This design comes from an exercise in tuning for small area, a short achievable clock period and few clock cycles on the open sky130 flow, not from production work.
Function was checked by simulation only, so behaviour that the tests miss may differ from the original.
Power and IR drop assume default switching activity.

==> flow/run.sh <==
#!/bin/bash
# synth_recipe.tcl (not shown) runs the flow's synth.tcl, then flattens the netlist and writes it again
# the make line also repeats each setting of config.mk as NAME=value (left out here)
make -C /OpenROAD-flow-scripts/flow DESIGN_CONFIG=/design/flow/config.mk WORK_HOME=/design/flow/orfs CLKGATE_MAP_FILE= SYNTH_SCRIPT=/design/flow/synth_recipe.tcl finish
==> flow/config.mk <==
export PLATFORM = sky130hd
export DESIGN_NAME = CHIP
export DESIGN_NICKNAME = CHIP
export VERILOG_FILES = /design/flow/design.v
export SDC_FILE = /design/flow/constraint.sdc
export NUM_CORES = 4
export LEC_CHECK = 0
export CAP_MARGIN = 20
export CORE_MARGIN = 2
export CORE_UTILIZATION = 40
export PLACE_DENSITY = 0.6
export SLEW_MARGIN = 20
==> flow/constraint.sdc <==
create_clock -name core_clock -period 10.0 [get_ports {clk}]
set_input_delay 2.0000 -clock core_clock [delete_from_list [all_inputs] [get_ports {clk}]]
set_output_delay 2.0000 -clock core_clock [all_outputs]
set_load 0.01 [all_outputs]
==> flow/design.v <==
module CHIP (	clk,
				rst_n,
				mem_read_D,
				mem_write_D,
				mem_addr_D,
				mem_wdata_D,
				mem_rdata_D,
				mem_ready_D,
				mem_read_I,
				mem_write_I,
				mem_addr_I,
				mem_wdata_I,
				mem_rdata_I,
				mem_ready_I,
				DCACHE_addr,
				DCACHE_wdata,
				DCACHE_wen
			);
input			clk, rst_n;
output			mem_read_D;
output			mem_write_D;
output	[31:4]	mem_addr_D;
output	[127:0]	mem_wdata_D;
input	[127:0]	mem_rdata_D;
input			mem_ready_D;
output			mem_read_I;
output			mem_write_I;
output	[31:4]	mem_addr_I;
output	[127:0]	mem_wdata_I;
input	[127:0]	mem_rdata_I;
input			mem_ready_I;
output	[29:0]	DCACHE_addr;
output	[31:0]	DCACHE_wdata;
output			DCACHE_wen;
wire [29:0] if_pc;
wire        if_hit;
wire [31:0] if_word;
wire        d_ren;
wire [31:0] d_rdata;
wire        d_stall;
	RISCV_Pipeline i_RISCV(
		.clk        (clk),
		.rst_n      (rst_n),
		.if_pc      (if_pc),
		.if_hit     (if_hit),
		.if_word    (if_word),
		.d_ren      (d_ren),
		.d_wen      (DCACHE_wen),
		.d_addr     (DCACHE_addr),
		.d_wdata    (DCACHE_wdata),
		.d_rdata    (d_rdata),
		.d_stall    (d_stall)
	);
	cache D_cache(
		.clk        (clk),
		.rst_n      (rst_n),
		.proc_read  (d_ren),
		.proc_write (DCACHE_wen),
		.proc_addr  (DCACHE_addr),
		.proc_wdata (DCACHE_wdata),
		.proc_rdata (d_rdata),
		.proc_stall (d_stall),
		.mem_read   (mem_read_D),
		.mem_write  (mem_write_D),
		.mem_addr   (mem_addr_D),
		.mem_wdata  (mem_wdata_D),
		.mem_rdata  (mem_rdata_D),
		.mem_ready  (mem_ready_D)
	);
	cache_read_only I_cache(
		.clk        (clk),
		.rst_n      (rst_n),
		.pc         (if_pc),
		.hit        (if_hit),
		.word       (if_word),
		.mem_read   (mem_read_I),
		.mem_addr   (mem_addr_I),
		.mem_rdata  (mem_rdata_I),
		.mem_ready  (mem_ready_I)
	);
	assign mem_write_I = 1'b0;
	assign mem_wdata_I = 128'd0;
endmodule
module RISCV_Pipeline(
    input              clk,
    input              rst_n,
    output     [29:0]  if_pc,
    input              if_hit,
    input      [31:0]  if_word,
    output             d_ren,
    output             d_wen,
    output     [29:0]  d_addr,
    output     [31:0]  d_wdata,
    input      [31:0]  d_rdata,
    input              d_stall
);
    localparam OP_LUI = 5'b01101;
    wire freeze = d_stall;
    reg  [29:0] pc;
    assign if_pc = pc;
    wire [31:0] if_inst = {if_word[7:0], if_word[15:8], if_word[23:16], if_word[31:24]};
    reg         d_v;
    reg  [31:0] d_inst;
    reg  [29:0] d_pc;
    reg         e_v;
    reg  [29:0] e_pc;
    reg  [31:0] e_a, e_b, e_imm;
    reg  [4:0]  e_rd;
    reg         e_we, e_ld, e_st, e_br, e_jal, e_jalr, e_alusrc, e_pt;
    reg  [2:0]  e_f3;
    reg         e_f7;        
    reg         e_rtype;
    reg         e_fam, e_faw, e_fbm, e_fbw;
    reg         m_we, m_ld, m_st;
    reg  [4:0]  m_rd;
    reg  [31:0] m_res;
    reg  [31:0] m_sd;
    reg         w_we;
    reg  [4:0]  w_rd;
    reg  [31:0] w_res;
    wire [4:0] op  = d_inst[6:2];
    wire [4:0] rs1 = d_inst[19:15];
    wire [4:0] rs2 = d_inst[24:20];
    wire [4:0] rd  = d_inst[11:7];
    wire is_r    = (op == 5'b01100);
    wire is_i    = (op == 5'b00100);
    wire is_ld   = (op == 5'b00000);
    wire is_st   = (op == 5'b01000);
    wire is_br   = (op == 5'b11000);
    wire is_jal  = (op == 5'b11011);
    wire is_jalr = (op == 5'b11001);
    wire we      = (is_r | is_i | is_ld | is_jal | is_jalr) && (rd != 5'd0);
    wire use1    = is_r | is_i | is_ld | is_st | is_br | is_jalr;
    wire use2    = is_r | is_st | is_br;
    reg [31:0] imm;
    always @(*) begin
        if (is_st)       imm = {{21{d_inst[31]}}, d_inst[30:25], d_inst[11:7]};
        else if (is_br)  imm = {{20{d_inst[31]}}, d_inst[7], d_inst[30:25], d_inst[11:8], 1'b0};
        else if (is_jal) imm = {{12{d_inst[31]}}, d_inst[19:12], d_inst[20], d_inst[30:21], 1'b0};
        else             imm = {{21{d_inst[31]}}, d_inst[30:20]};
    end
    wire [31:0] rf_a, rf_b;
    register_file rf(
        .clk(clk), .rst_n(rst_n),
        .we(w_we), .wa(w_rd), .wd(w_res),
        .ra(rs1), .rb(rs2), .da(rf_a), .db(rf_b)
    );
    wire [31:0] id_a = (w_we && w_rd == rs1) ? w_res : rf_a;
    wire [31:0] id_b = (w_we && w_rd == rs2) ? w_res : rf_b;
    wire ld_stall = d_v && e_v && e_ld && e_we &&
                    ((use1 && e_rd == rs1) || (use2 && e_rd == rs2));
    wire pred_t   = is_jal || (is_br && d_inst[31]);
    wire [29:0] id_tgt = d_pc + imm[31:2];
    wire [31:0] fa = e_fam ? m_res : e_faw ? w_res : e_a;
    wire [31:0] fb = e_fbm ? m_res : e_fbw ? w_res : e_b;
    wire [31:0] x  = fa;
    wire [31:0] y  = e_alusrc ? e_imm : fb;
    wire        sub  = e_rtype && e_f7;
    wire [32:0] sum  = {1'b0, x} + {1'b0, sub ? ~y : y} + {32'd0, sub};
    wire [31:0] diff = x - y;
    wire        lt   = (x[31] ^ y[31]) ? x[31] : diff[31];
    wire        shl  = (e_f3 == 3'b001);
    reg  [31:0] xr;
    integer k;
    always @(*) for (k = 0; k < 32; k = k + 1) xr[k] = x[31-k];
    wire [31:0] sin  = shl ? xr : x;
    wire        sfill = e_f7 & x[31] & !shl;
    wire [31:0] sr   = $signed({sfill, sin}) >>> y[4:0];
    reg  [31:0] srr;
    always @(*) for (k = 0; k < 32; k = k + 1) srr[k] = sr[31-k];
    wire [31:0] shv  = shl ? srr : sr;
    reg [31:0] alu;
    always @(*) begin
        case (e_f3)
            3'b000: alu = sum[31:0];
            3'b001: alu = shv;
            3'b010: alu = {31'd0, lt};
            3'b100: alu = x ^ y;
            3'b101: alu = shv;
            3'b110: alu = x | y;
            3'b111: alu = x & y;
            default: alu = sum[31:0];
        endcase
    end
    wire        use_alu = !(e_ld || e_st || e_jalr || e_jal);
    wire [29:0] e_pc4   = e_pc + 30'd1;
    wire [31:0] e_res   = (e_jal || e_jalr) ? {e_pc4, 2'b00} :
                          use_alu ? alu : sum[31:0];
    wire        eq      = (fa == fb);
    wire        taken   = eq ^ e_f3[0];
    wire [29:0] e_btgt  = e_pc + e_imm[31:2];
    wire        br_mis  = e_v && e_br && (taken != e_pt);
    wire        ex_redir = br_mis || (e_v && e_jalr);
    wire [29:0] ex_tgt  = e_jalr ? sum[31:2] : (taken ? e_btgt : e_pc4);
    assign d_ren   = m_ld;
    assign d_wen   = m_st;
    assign d_addr  = m_res[31:2];
    assign d_wdata = m_sd;
    wire [31:0] m_ldv = {d_rdata[7:0], d_rdata[15:8], d_rdata[23:16], d_rdata[31:24]};
    wire id_adv   = !ld_stall;                       
    wire id_redir = d_v && pred_t && id_adv;         
    always @(posedge clk or negedge rst_n) begin
        if (!rst_n) begin
            pc  <= 30'd0;
            d_v <= 1'b0;
            e_v <= 1'b0;
            e_we <= 1'b0; e_ld <= 1'b0; e_st <= 1'b0; e_br <= 1'b0;
            e_jal <= 1'b0; e_jalr <= 1'b0;
            m_we <= 1'b0; m_ld <= 1'b0; m_st <= 1'b0;
            w_we <= 1'b0;
        end else if (!freeze) begin
            if (ex_redir) begin
                pc  <= ex_tgt;
                d_v <= 1'b0;
            end else if (ld_stall) begin
            end else if (id_redir) begin
                pc  <= id_tgt;
                d_v <= 1'b0;
            end else begin
                d_v <= if_hit;
                if (if_hit) pc <= pc + 30'd1;
            end
            if (ex_redir || ld_stall || !d_v) begin
                e_v <= 1'b0;
                e_we <= 1'b0; e_ld <= 1'b0; e_st <= 1'b0; e_br <= 1'b0;
                e_jal <= 1'b0; e_jalr <= 1'b0;
            end else begin
                e_v <= 1'b1;
                e_we <= we; e_ld <= is_ld; e_st <= is_st; e_br <= is_br;
                e_jal <= is_jal; e_jalr <= is_jalr;
            end
            m_we <= e_we; m_ld <= e_ld; m_st <= e_st;
            w_we <= m_we;
        end
    end
    always @(posedge clk) begin
        if (!freeze) begin
            if (!ex_redir && !ld_stall && !id_redir && if_hit) begin
                d_inst <= if_inst;
                d_pc   <= pc;
            end
            if (!ld_stall) begin
                e_pc  <= d_pc;
                e_a   <= id_a;
                e_b   <= id_b;
                e_imm <= imm;
                e_rd  <= rd;
                e_pt  <= pred_t;
                e_f3  <= d_inst[14:12];
                e_f7  <= d_inst[30];
                e_rtype  <= is_r;
                e_alusrc <= !(is_r || is_br);
                e_fam <= e_we && e_v && e_rd == rs1;
                e_faw <= m_we && m_rd == rs1;
                e_fbm <= e_we && e_v && e_rd == rs2;
                e_fbw <= m_we && m_rd == rs2;
            end
            m_rd  <= e_rd;
            m_res <= e_res;
            m_sd  <= {fb[7:0], fb[15:8], fb[23:16], fb[31:24]};
            w_rd  <= m_rd;
            w_res <= m_ld ? m_ldv : m_res;
        end
    end
endmodule
module register_file(
    input         clk,
    input         rst_n,
    input         we,
    input  [4:0]  wa,
    input  [31:0] wd,
    input  [4:0]  ra,
    input  [4:0]  rb,
    output [31:0] da,
    output [31:0] db
);
    reg [31:0] r [1:31];
    reg [31:1] ok;
    wire [31:0] okx = {ok, 1'b0};
    assign da = okx[ra] ? r[ra] : 32'd0;
    assign db = okx[rb] ? r[rb] : 32'd0;
    always @(posedge clk or negedge rst_n) begin
        if (!rst_n) ok <= 31'd0;
        else if (we && wa != 5'd0) ok[wa] <= 1'b1;
    end
    always @(posedge clk) begin
        if (we && wa != 5'd0) r[wa] <= wd;
    end
endmodule
module cache #(
    parameter IW = 3             
)(
    input              clk,
    input              rst_n,
    input              proc_read,
    input              proc_write,
    input      [29:0]  proc_addr,
    input      [31:0]  proc_wdata,
    output     [31:0]  proc_rdata,
    output             proc_stall,
    output             mem_read,
    output             mem_write,
    output     [27:0]  mem_addr,
    output     [127:0] mem_wdata,
    input      [127:0] mem_rdata,
    input              mem_ready
);
    localparam N  = 1 << IW;
    localparam TW = 28 - IW;
    reg [127:0]  data  [0:N-1];
    reg [TW-1:0] tag   [0:N-1];
    reg [N-1:0]  valid, dirty;
    wire [27:0]   line = proc_addr[29:2];
    wire [1:0]    wsel = proc_addr[1:0];
    wire [IW-1:0] idx  = line[IW-1:0];
    wire          hit  = valid[idx] && (tag[idx] == line[27:IW]);
    wire [127:0]  ld   = data[idx];
    assign proc_rdata = ld[wsel*32 +: 32];
    wire          miss = (proc_read || proc_write) && !hit;
    assign proc_stall = miss;
    reg          rd_act, wr_act;
    reg  [27:0]  raddr;
    reg  [127:0] wbuf;
    reg  [27:0]  waddr;
    reg          wbuf_v;
    wire         idle   = !rd_act && !wr_act;
    wire         do_wr  = idle && wbuf_v;
    wire         do_rd  = idle && !wbuf_v && miss;
    assign mem_read  = rd_act || do_rd;
    assign mem_write = wr_act || do_wr;
    assign mem_addr  = wr_act ? waddr : raddr;
    assign mem_wdata = wbuf;
    wire [IW-1:0] fidx = raddr[IW-1:0];
    wire          fill = rd_act && mem_ready;
    always @(posedge clk or negedge rst_n) begin
        if (!rst_n) begin
            rd_act <= 1'b0;
            wr_act <= 1'b0;
            wbuf_v <= 1'b0;
            valid  <= {N{1'b0}};
            dirty  <= {N{1'b0}};
        end else begin
            if (do_rd) rd_act <= 1'b1;
            if (do_wr) wr_act <= 1'b1;
            if (wr_act && mem_ready) begin
                wr_act <= 1'b0;
                wbuf_v <= 1'b0;
            end
            if (fill) begin
                rd_act      <= 1'b0;
                valid[fidx] <= 1'b1;
                dirty[fidx] <= 1'b0;
                if (valid[fidx] && dirty[fidx]) wbuf_v <= 1'b1;
            end
            if (proc_write && hit) dirty[idx] <= 1'b1;
        end
    end
    always @(posedge clk) begin
        if (do_rd) raddr <= line;
        if (fill) begin
            data[fidx] <= mem_rdata;
            tag[fidx]  <= raddr[27:IW];
            wbuf       <= data[fidx];
            waddr      <= {tag[fidx], fidx};
        end
        if (proc_write && hit) data[idx][wsel*32 +: 32] <= proc_wdata;
    end
endmodule
module cache_read_only #(
    parameter IW = 3,            
    parameter PD = 2,            
    parameter PTB = 4            
)(
    input              clk,
    input              rst_n,
    input      [29:0]  pc,
    output             hit,
    output     [31:0]  word,
    output             mem_read,
    output     [27:0]  mem_addr,
    input      [127:0] mem_rdata,
    input              mem_ready
);
    localparam N  = 1 << IW;
    localparam TW = 28 - IW;
    integer i;
    reg [127:0]  data  [0:N-1];
    reg [TW-1:0] tag   [0:N-1];
    reg [N-1:0]  valid;
    wire [27:0]   line = pc[29:2];
    wire [IW-1:0] idx  = line[IW-1:0];
    assign hit  = valid[idx] && (tag[idx] == line[27:IW]);
    wire [127:0] ld = data[idx];
    assign word = ld[pc[1:0]*32 +: 32];
    wire [27:0] l1 = line + 28'd1;
    wire [27:0] l2 = line + 28'd2;
    wire [IW-1:0] i1 = l1[IW-1:0];
    wire [IW-1:0] i2 = l2[IW-1:0];
    wire p1 = valid[i1] && (tag[i1][PTB-1:0] == l1[IW+PTB-1:IW]);
    wire p2 = valid[i2] && (tag[i2][PTB-1:0] == l2[IW+PTB-1:IW]);
    reg          act;
    reg  [27:0]  maddr;
    wire         want = !act && (!hit || !p1 || (PD > 1 && !p2));
    wire [27:0]  nxt  = !hit ? line : !p1 ? l1 : l2;
    assign mem_read = act || want;
    assign mem_addr = maddr;
    always @(posedge clk or negedge rst_n) begin
        if (!rst_n) begin
            act   <= 1'b0;
            valid <= {N{1'b0}};
        end else begin
            if (act) begin
                if (mem_ready) begin
                    act <= 1'b0;
                    valid[maddr[IW-1:0]] <= 1'b1;
                end
            end else if (want) begin
                act <= 1'b1;
            end
        end
    end
    always @(posedge clk) begin
        if (!act && want)
            maddr <= nxt;
        if (act && mem_ready) begin
            data[maddr[IW-1:0]] <= mem_rdata;
            tag[maddr[IW-1:0]]  <= maddr[27:IW];
        end
    end
endmodule
==> results.yml <==
critical_path:
  slowest_delay_ns: 0.94
  critPathMaxFanout: 52
  reg2reg_depth: 11
  critPathRequiredTime_ns: 8.00
  critPathArrivalTime_ns: 6.59
  crit_family: "buffers and inverters"
  crit_chain: "buf_4 > mux4_2 > mux2i_1 > xnor2_1 > nor4_1 > nand3_1 > o22a_1 > inv_6 > or3_1 > nand2b_1 > clkdlybuf4s50_1"
  crit_type: "flop to primary output"
  cp-endpoint: "mem_read_D"
  cp_slowest_cell: "clkdlybuf4s50_1"
  path_buf_inv: 3
  cp.depth: 11
  r2r_end: "D_cache.data[1][95]$_DFFE_PP_"
  cp-end-kind: "primary output"
  ff2ff_setup_slack_ns: 3.17
  critPathLaunchType: "flop"
place:
  dp_slack_ns: 2.71
  place.port_buffers: 501
  dp_hpwl_mm: 389
  gp_congestion: 0.939
run:
  cap_violations: 0
synthesis:
  synth.mux.area_fraction_pct: 24.6
  async_flop_share_pct: 2.53
  synth_seq_cells: 3998
  synth-edff-count: 3884
  synth_area_leaders: "edfxtp_1, mux4_2, mux2_2, a22oi_1, mux2i_1"
  synth.distinct_cells: 95
  yosys_warnings: 4
  yosys.area.top_type: "edfxtp_1"
  synth-adder-area-share_pct: 1.39
  synth_top_family_by_area: "multiplexers"
  netlist_area_sq_mm: 0.195
  synthCells: 11559
  synth_xor_area_share_pct: 1.42
  synth-simple-area-share_pct: 3.20
  synth-compound-area-share_pct: 5.50
  avgSynthCellArea_sq_um: 16.9
  ys_seq_area_share_pct: 61.1
  yosysTopAreaCellShare_pct: 59.7
  synth_top_flop_cell: "edfxtp_1"
route:
  drc: 0
  routedWlPerCell_um: 35.0
  final_antenna_net_count: 0
  post_drt_via_cell_ratio: 6.36
  wl_mm: 656
  dr.pass1.iters: 8
  drt-initial-drc-count: 15376
  num_vias: 119094
die:
  core_area_sq_mm: 0.486
  die_h_um: 703
  pin_count: 639
  die-area_sq_mm: 0.494
  rows: 256
  die_w_um: 703
  initial_utilization_pct: 40.2
timing:
  fin_skew_ns: 0.115
  setup_tns_ns: 0
  relSlewSlack_pct: 7.53
  fin_crit_sh_pct: 85.9
  rsz0062_at_grt: "false"
  worst_pin_slew_ns: 1.35
  layout_setup_ws_ns: 1.41
  finalHoldViolations: 0
  drv_slew: 0
  max_freq_ghz: 0.116
  fin_crit_ns: 8.59
  setup_viol: 0
layout:
  final_common_cell: "edfxtp_1"
  drive_gt1_share_pct: 30.0
  syn2layout_area_growth_pct: 13.6
  final_nets: 12352
  final_cell_mix: "edfxtp_1, mux4_2, mux2_2"
grt:
  met3_usage_pct: 7.75
  grt_overflow: 0
  grt_pass1_vias: 120511
  grt_first_pass_wirelength_mm: 915
  busiest_layer: "met2"
  grt_max_degree: 126
  track_usage_pct: 25.9
  grt_use_met1_pct: 32.7
  antenna_found_initial: 124
  met2_usage_pct: 41.2
clocking:
  htree_levels: 5
  clk_pin_slew_worst_paths_ns: 0.06
  clock_path_buffers: 4
  clock_latency_ns: 1.07
  cts_sinks: 3998
  ctsHoldBuffers: 0
  numCtsBuffers: 424
  post_cts_buffers: 0
  cts_tree: "done"
  post_cts_resized: 0
  clockRootBuffer: "clkbuf_16"
power:
  power_switching_w: 0.00891
  p_per_area_mw_per_mm2: 172
  p_sw_share_pct: 23.4
  p_seq_share_pct: 50.2
  internal_power_w: 0.0292
  vdd_drop_max_mv: 0.194
  p_leak_nw: 72.6
  p_clk_share_pct: 42.3
  pwr-share-comb_pct: 7.5
status:
  status: "finished clean"
worst_hold_path:
  holdPathStages: 0
  hp-class: "flop to flop"
## cell families (layout without fill, tap and decap cells)
family	after synthesis	count (layout)
DFF	3998	3998
muxes	2925	2925
AOI/OAI and AO/OA	1583	1583
and+or+nand+nor	1275	1275
buffers and inverters	1247	1799
xor gates and xnor gates	316	316
adders and majority gates	214	214
other	1	170
## cells in the mapped netlist, types with 204 or more instances
library cell,n
a21oi_1,293
a22oi_1,635
clkbuf_1,596
edfxtp_1,3884
ha_1,210
mux2_2,1172
mux2i_1,362
mux4_2,1377
nand2_1,351
nor2_1,318
o21ai_0,235
xnor2_1,204
## sequential cells by signal, summed over array words and instances (netlist names), 30 cells and up, named ones only
signal / cells
i_RISCV.pc: 30
D_cache.tag: 200
i_RISCV.e_b: 32
D_cache.wbuf: 128
i_RISCV.rf.ok: 31
I_cache.tag: 200
D_cache.data: 1024
i_RISCV.d_pc: 30
i_RISCV.e_pc: 30
I_cache.data: 960
i_RISCV.m_res: 32
i_RISCV.e_a: 32
i_RISCV.d_inst: 30
i_RISCV.w_res: 32
i_RISCV.rf.r: 992
i_RISCV.m_sd: 32
## stage by stage
stage | hold slack, ns | util (%) | std cells | power, W | cell area (sq um)
after floorplan | 0.423 | - | 11687 | 0.0209 | 196000
after global placement | 0.442 | 42.7 | 17877 | 0.0222 | 207000
after detailed placement | 0.443 | 42.7 | 17880 | 0.0222 | 207000
after CTS | 0.453 | 45.6 | 18667 | 0.0382 | 221000
after global routing | 0.468 | 45.6 | 18695 | 0.0391 | 222000
final | 0.451 | 45.6 | 18730 | 0.0381 | 222000
## worst min path at each step
| stage | startpoint | to | slack (ns) |
|---|---|---|---|
| floorplan | i_RISCV.pc[10]$_DFFE_PN0P_ | i_RISCV.d_pc[10]$_DFFE_PP_ | 0.42 |
| global placement | i_RISCV.d_pc[0]$_DFFE_PP_ | i_RISCV.e_pc[0]$_DFFE_PP_ | 0.44 |
| detailed placement | i_RISCV.d_pc[17]$_DFFE_PP_ | i_RISCV.e_pc[17]$_DFFE_PP_ | 0.44 |
| CTS | i_RISCV.d_pc[17]$_DFFE_PP_ | i_RISCV.e_pc[17]$_DFFE_PP_ | 0.45 |
| global route | i_RISCV.d_pc[17]$_DFFE_PP_ | i_RISCV.e_pc[17]$_DFFE_PP_ | 0.47 |
| finish | i_RISCV.d_pc[17]$_DFFE_PP_ | i_RISCV.e_pc[17]$_DFFE_PP_ | 0.45 |
## layout make-up
| class | instances | area [sq um] |
|---|---|---|
| Fill cell | 41455 | 264000 |
| Timing Repair Buffer | 828 | 7910 |
| Tap cell | 6450 | 8070 |
| Clock inverter | 271 | 2960 |
| Antenna cell | 41 | 103 |
| Inverter | 184 | 703 |
| Clock buffer | 516 | 11100 |
| Multi-Input combinational cell | 6442 | 71600 |
| Sequential cell | 3998 | 119000 |
## power by group through the flow
stage | combinational [W] | clock (W) | sequential (W)
3_3_place_gp | 0.00270 | 0 | 0.0195
4_1_cts | 0.00276 | 0.0163 | 0.0191
3_5_place_dp | 0.00275 | 0 | 0.0195
5_1_grt | 0.00299 | 0.0169 | 0.0191
2_1_floorplan | 0.00151 | 0 | 0.0194
6_report | 0.00286 | 0.0161 | 0.0191
## layer usage
layer	vias up	part of all wire (%)
met4	104	5.3
met5	-	0.14
met3	1696	11
met2	7120	47
met1	62240	37
li1	47934	-
## worst reg2reg max path, delay by kind of cell (launching register included)
family                    cells  cell delay (ns)
buffers and inverters         1             0.46
xor gates and xnor gates      1             0.10
DFF                           1             0.84
and+or+nand+nor               7             4.19
muxes                         2             0.88
Testbench counts, summed over its fixed seeds: cycles 17,494.

==> static timing again, ports no longer ideal <==
No port has a modelled driver above. Below, the same layout with a new extraction and two added sets of constraints.
Step 1 sets driving cells, clkbuf_16 on the clock port and buf_2 on the other inputs (assumed; they add their load-dependent delay and slew).
Step 2 times the ports against the registers' clock, not the clock port: input delays grow and output delays shrink by t, the midpoint of the rising clock arrivals with the driver on.
Three values: ideal, step 1, step 2; two values: the first two.
t (ns): 1.135
slack for setup (ns): 1.407 / 1.285 / 2.420
worst setup path at the end: register to output
slew at the worst register clock pin (ns): 0.07 / 0.07
After both steps setup and hold are still met in this run. The setup slack of this run moves by -0.122 ns with the drivers and by +1.013 ns with both steps.
